Context: an optimization exercise on an open-source flow, tuned for small area. The choices shown serve that exercise and are no tape-out recipe.
For this run, only the layout was checked, not whether the RTL still works.
Power figures rest on the tool's default switching activity, not on a simulated workload.

## config.mk

```make
export PLATFORM = sky130hd
export DESIGN_NAME = cpu_top
export DESIGN_NICKNAME = cpu_top
export VERILOG_FILES = /design/flow/design.v
export SDC_FILE = /design/flow/constraint.sdc
export NUM_CORES = 4
export LEC_CHECK = 0
export CAP_MARGIN = 20
export CORE_MARGIN = 2
export CORE_UTILIZATION = 40
export SETUP_SLACK_MARGIN = 0.15
export SLEW_MARGIN = 20
```

## constraint.sdc

```tcl
create_clock -name core_clock -period 11.0 [get_ports {clk}]
set_input_delay 2.2000 -clock core_clock [delete_from_list [all_inputs] [get_ports {clk}]]
set_output_delay 2.2000 -clock core_clock [all_outputs]
set_load 0.01 [all_outputs]
```

## design.v

```verilog
module alu(
    input wire[31:0]src_a, src_b,
    input wire[2:0]alucontrol,
    output reg[31:0]result
);
always @(*) begin
    case (alucontrol)
        3'b000: result = src_a;
        3'b001: result = src_a + src_b;
        3'b100: result = src_a ^ src_b;
        3'b110: result = src_a | src_b;
        3'b111: result = src_a & src_b;
        default: result = 0;
    endcase
end
endmodule
module control(
    input [31:0]instr,
    output reg [11:0]imm12,
    output reg rf_we,
    output reg [2:0]alu_op,
    output reg alu_src,
    output reg mem_we,
    output reg branch,
    output reg jump,
    output reg jump_reg
);
wire [6:0]opcode = instr[6:0];
wire [2:0]funct3 = instr[14:12];
wire [1:0]funct2 = instr[26:25];
wire [4:0]funct5 = instr[31:27];
always @(*) begin
    rf_we = 1'b0;
    alu_op = 3'b0;
    imm12 = 12'b0;
    alu_src = 1'b0;
    mem_we = 1'b0;
    branch = 1'b0;
    jump   = 1'b0;
    jump_reg = 1'b0;
    casez ({funct5, funct2, funct3, opcode})
        17'b?????_??_000_0010011: begin  
            rf_we = 1'b1;
            alu_op = 3'b001;
            imm12 = instr[31:20];
            alu_src = 1'b1;
        end
        17'b?????_??_100_0010011: begin  
            rf_we = 1'b1;
            alu_op = 3'b100;
            imm12 = instr[31:20];
            alu_src = 1'b1;
        end
        17'b?????_??_110_0010011: begin  
            rf_we = 1'b1;
            alu_op = 3'b110;
            imm12 = instr[31:20];
            alu_src = 1'b1;
        end
        17'b?????_??_111_0010011: begin  
            rf_we = 1'b1;
            alu_op = 3'b111;
            imm12 = instr[31:20];
            alu_src = 1'b1;
        end
        17'b00000_00_000_0110011: begin  
            rf_we = 1'b1;
            alu_op = 3'b001;
            alu_src = 1'b0;
        end
        17'b00000_00_100_0110011: begin  
            rf_we = 1'b1;
            alu_op = 3'b100;
            alu_src = 1'b0;
        end
        17'b00000_00_110_0110011: begin  
            rf_we = 1'b1;
            alu_op = 3'b110;
            alu_src = 1'b0;
        end
        17'b00000_00_111_0110011: begin  
            rf_we = 1'b1;
            alu_op = 3'b111;
            alu_src = 1'b0;
        end
        17'b?????_??_010_0100011: begin  
            rf_we = 1'b0;
            alu_op = 3'b001;
            imm12 = {instr[31:25], instr[11:7]};
            alu_src = 1'b1;
            mem_we = 1'b1;
        end
        17'b?????_??_001_1100011: begin  
            imm12 = {instr[31], instr[31], instr[7], instr[30:25], instr[11:9]};
            alu_op = 3'b100;
            branch = 1'b1;
        end
        17'b?????_??_000_1100011: begin  
            imm12 = {instr[31], instr[31], instr[7], instr[30:25], instr[11:9]};
            alu_op = 3'b111;
            branch = 1'b1;
        end
        17'b?????_??_???_1101111: begin  
            rf_we = 1'b1;
            jump = 1'b1;  
            imm12 = {instr[31],instr[19:12],instr[20],instr[30:21], 1'b0};  
        end
        17'b?????_??_???_1100111: begin  
            rf_we = 1'b1;
            jump_reg = 1'b1;  
            imm12 = {instr[31],instr[19:12],instr[20],instr[30:21], 1'b0};  
        end
        default: begin
        end
    endcase
end
endmodule
module reg_file(
    input clk,
    input [4:0]raddr0,    
    input [4:0]raddr1,    
    input [4:0]waddr,     
    input [31:0]wdata,    
    input we,             
    output [31:0]rdata0,  
    output [31:0]rdata1   
);
reg [31:0]x[31:0];
assign rdata0 = (raddr0 != 5'b0) ? x[raddr0] : 32'b0;
assign rdata1 = (raddr1 != 5'b0) ? x[raddr1] : 32'b0;
always @(posedge clk) begin
    if (we) begin
        x[waddr] <= wdata;
    end
end
endmodule
module mem_ctrl(
    input clk,
    input rst,
    input [31:0]addr,
    input [31:0]data,
    input we,
    output reg [15:0]data_out
);
always @(posedge clk) begin
    if (rst) begin
        data_out <= 16'b0;
    end else if (we) begin
        if (addr == 32'h20)
            data_out <= data[15:0];
    end
end
endmodule
module core(
    input clk,
    input rst,
    input [31:0]instr_data,
    input [31:0]last_pc,
    output [31:0]instr_addr,
    output [31:0]mem_addr,
    output [31:0]mem_data,
    output mem_we
);
wire branch;
wire jump;
wire jump_reg;
wire has_imm;
wire [2:0]alu_op;
wire [11:0]imm12;
wire [31:0]alu_result;
wire [31:0]rf_rdata0;
wire [31:0]rf_rdata1;
wire rf_we;
wire [31:0]imm32 = {{20{imm12[11]}}, imm12};
wire cmp_res = alu_result != 0;
wire branch_taken = branch & cmp_res;
reg [31:0]pc;
wire [31:0]branch_target = pc + imm32;
wire [31:0]jump_target = pc + (imm32 >> 2);
wire [31:0]jump_reg_target = rf_rdata0 + (imm32 >> 2);
wire [31:0]pc_target = branch_taken ? branch_target : jump ? jump_target: jump_reg ? jump_reg_target : pc + 1;
wire [31:0]pc_next = (pc == last_pc) ? pc : pc_target;
always @(posedge clk) begin
    if (rst)
        pc <= 32'b0;
    else
        pc <= pc_next;
end
wire [31:0]instr = instr_data;
assign instr_addr = rst ? 32'b0 : pc_next;
wire [4:0]rd = instr[11:7];
wire [4:0]rs1 = instr[19:15];
wire [4:0]rs2 = instr[24:20];
wire [4:0]rf_raddr0 = rs1;
wire [4:0]rf_raddr1 = rs2;
wire [31:0]rf_wdata = alu_result;
wire [4:0]rf_waddr = rd;
assign mem_addr = alu_result;
assign mem_data = rf_rdata1;
wire [31:0]alu_b_src = has_imm ? imm32 : rf_rdata1;
alu alu(
    .src_a(rf_rdata0), .src_b(alu_b_src),
    .alucontrol(alu_op),
    .result(alu_result)
);
reg_file rf(
    .clk(clk),
    .raddr0(rf_raddr0), .rdata0(rf_rdata0),
    .raddr1(rf_raddr1), .rdata1(rf_rdata1),
    .waddr(rf_waddr), .wdata(rf_wdata), .we(rf_we)
);
control control(
    .instr(instr),
    .imm12(imm12),
    .rf_we(rf_we),
    .alu_op(alu_op),
    .alu_src(has_imm),
    .mem_we(mem_we),
    .branch(branch),
    .jump(jump),
    .jump_reg(jump_reg)
);
endmodule
module cpu_top(
    input clk,
    input rst,
    output [31:0]instr_addr,
    input [31:0]instr_data,
    output mem_we,
    output [31:0]mem_addr,
    output [31:0]mem_data,
    output [15:0]data_out
);
mem_ctrl mem_ctrl(
    .clk(clk), .rst(rst), .addr(mem_addr), .data(mem_data),
    .we(mem_we), .data_out(data_out)
);
core core(
    .clk(clk), .rst(rst),
    .instr_data(instr_data), .last_pc(32'd255),
    .instr_addr(instr_addr),
    .mem_addr(mem_addr), .mem_data(mem_data),
    .mem_we(mem_we)
);
endmodule
```

## run.sh

```bash
#!/bin/bash
# synth_recipe.tcl (not shown) runs the flow's synth.tcl, then flattens the netlist and writes it again
# the make line also repeats each setting of config.mk as NAME=value (left out here)
make -C /OpenROAD-flow-scripts/flow DESIGN_CONFIG=/design/flow/config.mk WORK_HOME=/design/flow/orfs CLKGATE_MAP_FILE= SYNTH_SCRIPT=/design/flow/synth_recipe.tcl finish
```

==> summary.md <==
| Metric | Value |
|---|---|
| CORE AREA | 144000 µm² |
| Die area | 149000 µm² |
| # nets final | around 4600 |
| Syn avg cell area | 15.2 µm² |
| Area Overhead vs Synth | 20.9% |
| Clock-pin slew on the worst setup and hold paths | 60 ps |
| Non-Filler Instances | 6381 |
| Vias per cell | 6.32 |
| GR Overflow Total | 0 |
| WP data arrival | 8560 ps |
| I/O pin count | 147 |
| First-pass GRT wire length | 291000 µm |
| Synth top cells by count | edfxtp_1, mux4_2, nor2_1 |
| Cell taking the most area after synthesis | edfxtp_1 |
| CTS Hold Bufs | 0 |
| Cells after DPL | 6137 |
| Die Ht | between 300 and 400 µm |
| H-tree depth | 3 |
| Final setup fails | 0 |
| Status | no timing/DRC/antenna violations |
| Minimum hold slack | between 400 and 500 ps |
| CP max stage cell | mux4_2 |
| Max-cap violation count | 0 |
| Initial drt markers | around 5000 |
| Final period util | 97.8% |
| RSZ-0062 raised after global routing | true |
| Mapped Cells | 3822 |
| Share of post-route cells with drive strength above 1 | 33.3% |
| Drt pass-1 iters | 6 |
| Worst Hold Launch | mem_ctrl.data_out[2] |
| Post-synth top area share | 52.8% |
| Post-synth EDFFs | 1024 |
| Vias | 40300 |
| R2r startpoint | core.rf.x[27][1] |
| Syn nets | about 4000 |
| Peak Freq | approximately 93 MHz |
| CTS Buffer Depth | 3 |
| Routed WL | 209000 µm |
| DRC Markers | 0 |
| Max-slew violations | 0 |
| Ys flop type | edfxtp_1 |
| Crit start category | input pin |
| Number of global-route vias before repair | between 30000 and 40000 |
| # clock sinks | 1072 |
| Finished Cell Area | 70400 µm² |
| Largest net degree at the start of global routing | 62 |
| Largest cells by area after synthesis | edfxtp_1, mux4_2, ha_1, mux2i_1, dfxtp_1 |
| Initial core utilization | 40.4% |
| Worst Max-Slew Pin Slew | around 1100 ps |
| Hold/Removal Path Class | reg -> reg |
| Cell with the most instances after synthesis | edfxtp_1 |
| P_leak | ~24 nW |
| Warnings, synthesis | 5 |
| Setup Skew | approximately 52 ps |
| VDD IR max | roughly 0.14 mV |
| Rel. slew slack | 23.9% |
| Antenna viol nets, final | 0 |
| Clock latency on the worst-skew pair | between 700 and 800 ps |
| CTS tree | done |
| CTS root buffer | clkbuf_16 |
| Num rows | ~140 |
| Total Power | 10.2 mW |
| Synth async-reset ratio | 0% |
| Port Buffers | 146 |
| Period minus WS final | approximately 11000 ps |
| Crit. Startpoint | instr_data[20] |
| DR WL/cell | 32.7 µm |
| CP max stage delay | 520 ps |
| Mapped cell area | ~58000 µm² |
| Placed Area | 65800 µm² |
| FF+latch count, synth | between 1000 and 1500 |
| Setup CP Type | in -> out |
| Pwr/cell area | 145 nW/µm² |
| DP Wirelength | 136000 µm |
| Critical Path Most Common Cell | buf_4 |
| Cts bufs inserted | 113 |
| Worst EP required | 8800 ps |
| Critical path peak fanout | 7 |
| Chip width | 385 µm |
| Kind of end point of the critical path | output port |
| Post-synthesis sequential area ratio | 54.5% |
| Final Hold Fails | 0 |
| Total GRT Usage | 27.7% |
| Antenna violations before repair | 4 |
| GP Congestion | around 0.93 |
| Unique cell type count in the Yosys netlist | roughly 90 |
## sequential cells by signal (all words and copies together), names as in the netlist
register,cells
core.rf.x,1024
mem_ctrl.data_out,16
core.pc,32
## path summary, 6_finish.rpt
path	slack (ps)	endpoint	depth (start not counted)
hold reg to reg	500	mem_ctrl.data_out[2]	2
setup reg to reg	3910	mem_ctrl.data_out[3]	25
setup / recovery	240	instr_addr[17]	27
hold / removal	500	mem_ctrl.data_out[2]	2
## area by class of cell
| type | count | area, µm² |
|---|---|---|
| diodes | 3 | 7.51 |
| fillers | 12200 | 73600 |
| multi-input cells | 2371 | 25600 |
| well taps | 1903 | 2380 |
| inverters | 119 | 447 |
| repair buffers | 702 | 6350 |
| clock inverters | 87 | 910 |
| flip-flops and latches | 1072 | 31700 |
| clock buffers | 124 | 2910 |
## per-layer routing
layer	share of wire, %	wire length (µm)	GRT usage (%)
met5	0.0058	12	0
met4	4.6	9680	10.7
met3	9.9	20700	6.27
met2	48	99900	45.8
met1	38	78300	35.4
## layout by cell type, fill, tap and decap left out, types with 40 or more instances in the layout
cell             Yosys  routed
clkbuf_16            0     120
o21ai_0            107      93
clkdlybuf4s50_1      0     103
buf_12               0      40
mux2i_1            129     127
nor2_1             209     171
buf_4                9     496
xor2_1              51      51
nand2_1            171     170
mux4_2             547     547
nand3_1             59      57
nand4_1             40      40
ha_1               137     132
xnor2_1             67      67
dfxtp_1             48      48
inv_1              118     118
a22oi_1             65      63
a21oi_1            176     167
edfxtp_1          1024    1024
## through the flow
step / worst slack [ps] / utilization (%) / setup TNS [ps]
2_1_floorplan: 158 / - / 0
3_3_place_gp: -497 / 45.7 / -11010
3_5_place_dp: -492 / 45.7 / -11530
4_1_cts: 150 / 48.5 / 0
5_1_grt: 20.5 / 48.9 / 0
6_report: 239 / 48.9 / 0
## critical path: cells and delay by family
family	cells	cell delay, ps
buffers and inverters	8	1390
multiplexers	3	1200
AND/OR/NAND/NOR	6	1730
AO/OA/AOI/OAI	9	1600
adder cells (fa/ha/maj)	1	400
## report_power, final
group	internal (mW)	total, mW	switching [mW]
registers	4.57	4.57	0.00471
logic	0.731	1.70	0.974
clock network	2.25	3.94	1.69
## timing repair
action                     in CTS  in global routing
resized for setup              75                109
pin swaps                       8                 24
cloned                          3                  5
buffers inserted                5                 17
setup endpoints to repair      32                 32
## logic make-up (layout without fill, tap and decap cells)
kind of cell | count (synthesis) | after routing | share of synthesized area [%]
multiplexers | 701 | 701 | 23.9
AO/OA/AOI/OAI | 703 | 703 | 8.18
flip-flops | 1072 | 1072 | 54.5
AND/OR/NAND/NOR | 708 | 708 | 5.98
adder cells (fa/ha/maj) | 141 | 141 | 3.08
XOR/XNOR | 118 | 118 | 1.78
other | 0 | 3 | 0
buffers and inverters | 379 | 1032 | 2.61

-- port drivers added, routing unchanged --
How much do the figures lean on ideal ports? The routed layout below was timed once more, with nothing changed but the port constraints. Step 1 (the two cells are an assumption about what drives the block):
set clk [get_ports {clk}]
set_driving_cell -lib_cell sky130_fd_sc_hd__clkbuf_16 $clk
set_driving_cell -lib_cell sky130_fd_sc_hd__buf_2 [delete_from_list [all_inputs] $clk]
Step 2 moves the port delays by t, midway between the first and last clock arrival at a register: inputs arrive t later, outputs are due t later. That takes back most of the time a late clock gives input paths. Slacks: no drivers / after step 1 / after step 2; pairs: no drivers / after step 1.
t, ns: 0.815
slack for setup (ns): 0.239 / 0.154 / 0.154
cell pins on the clock port's net: 1
After both steps this run still meets setup and hold. For this run, drivers alone change the setup slack by -0.085 ns; drivers and shift together by -0.085 ns.
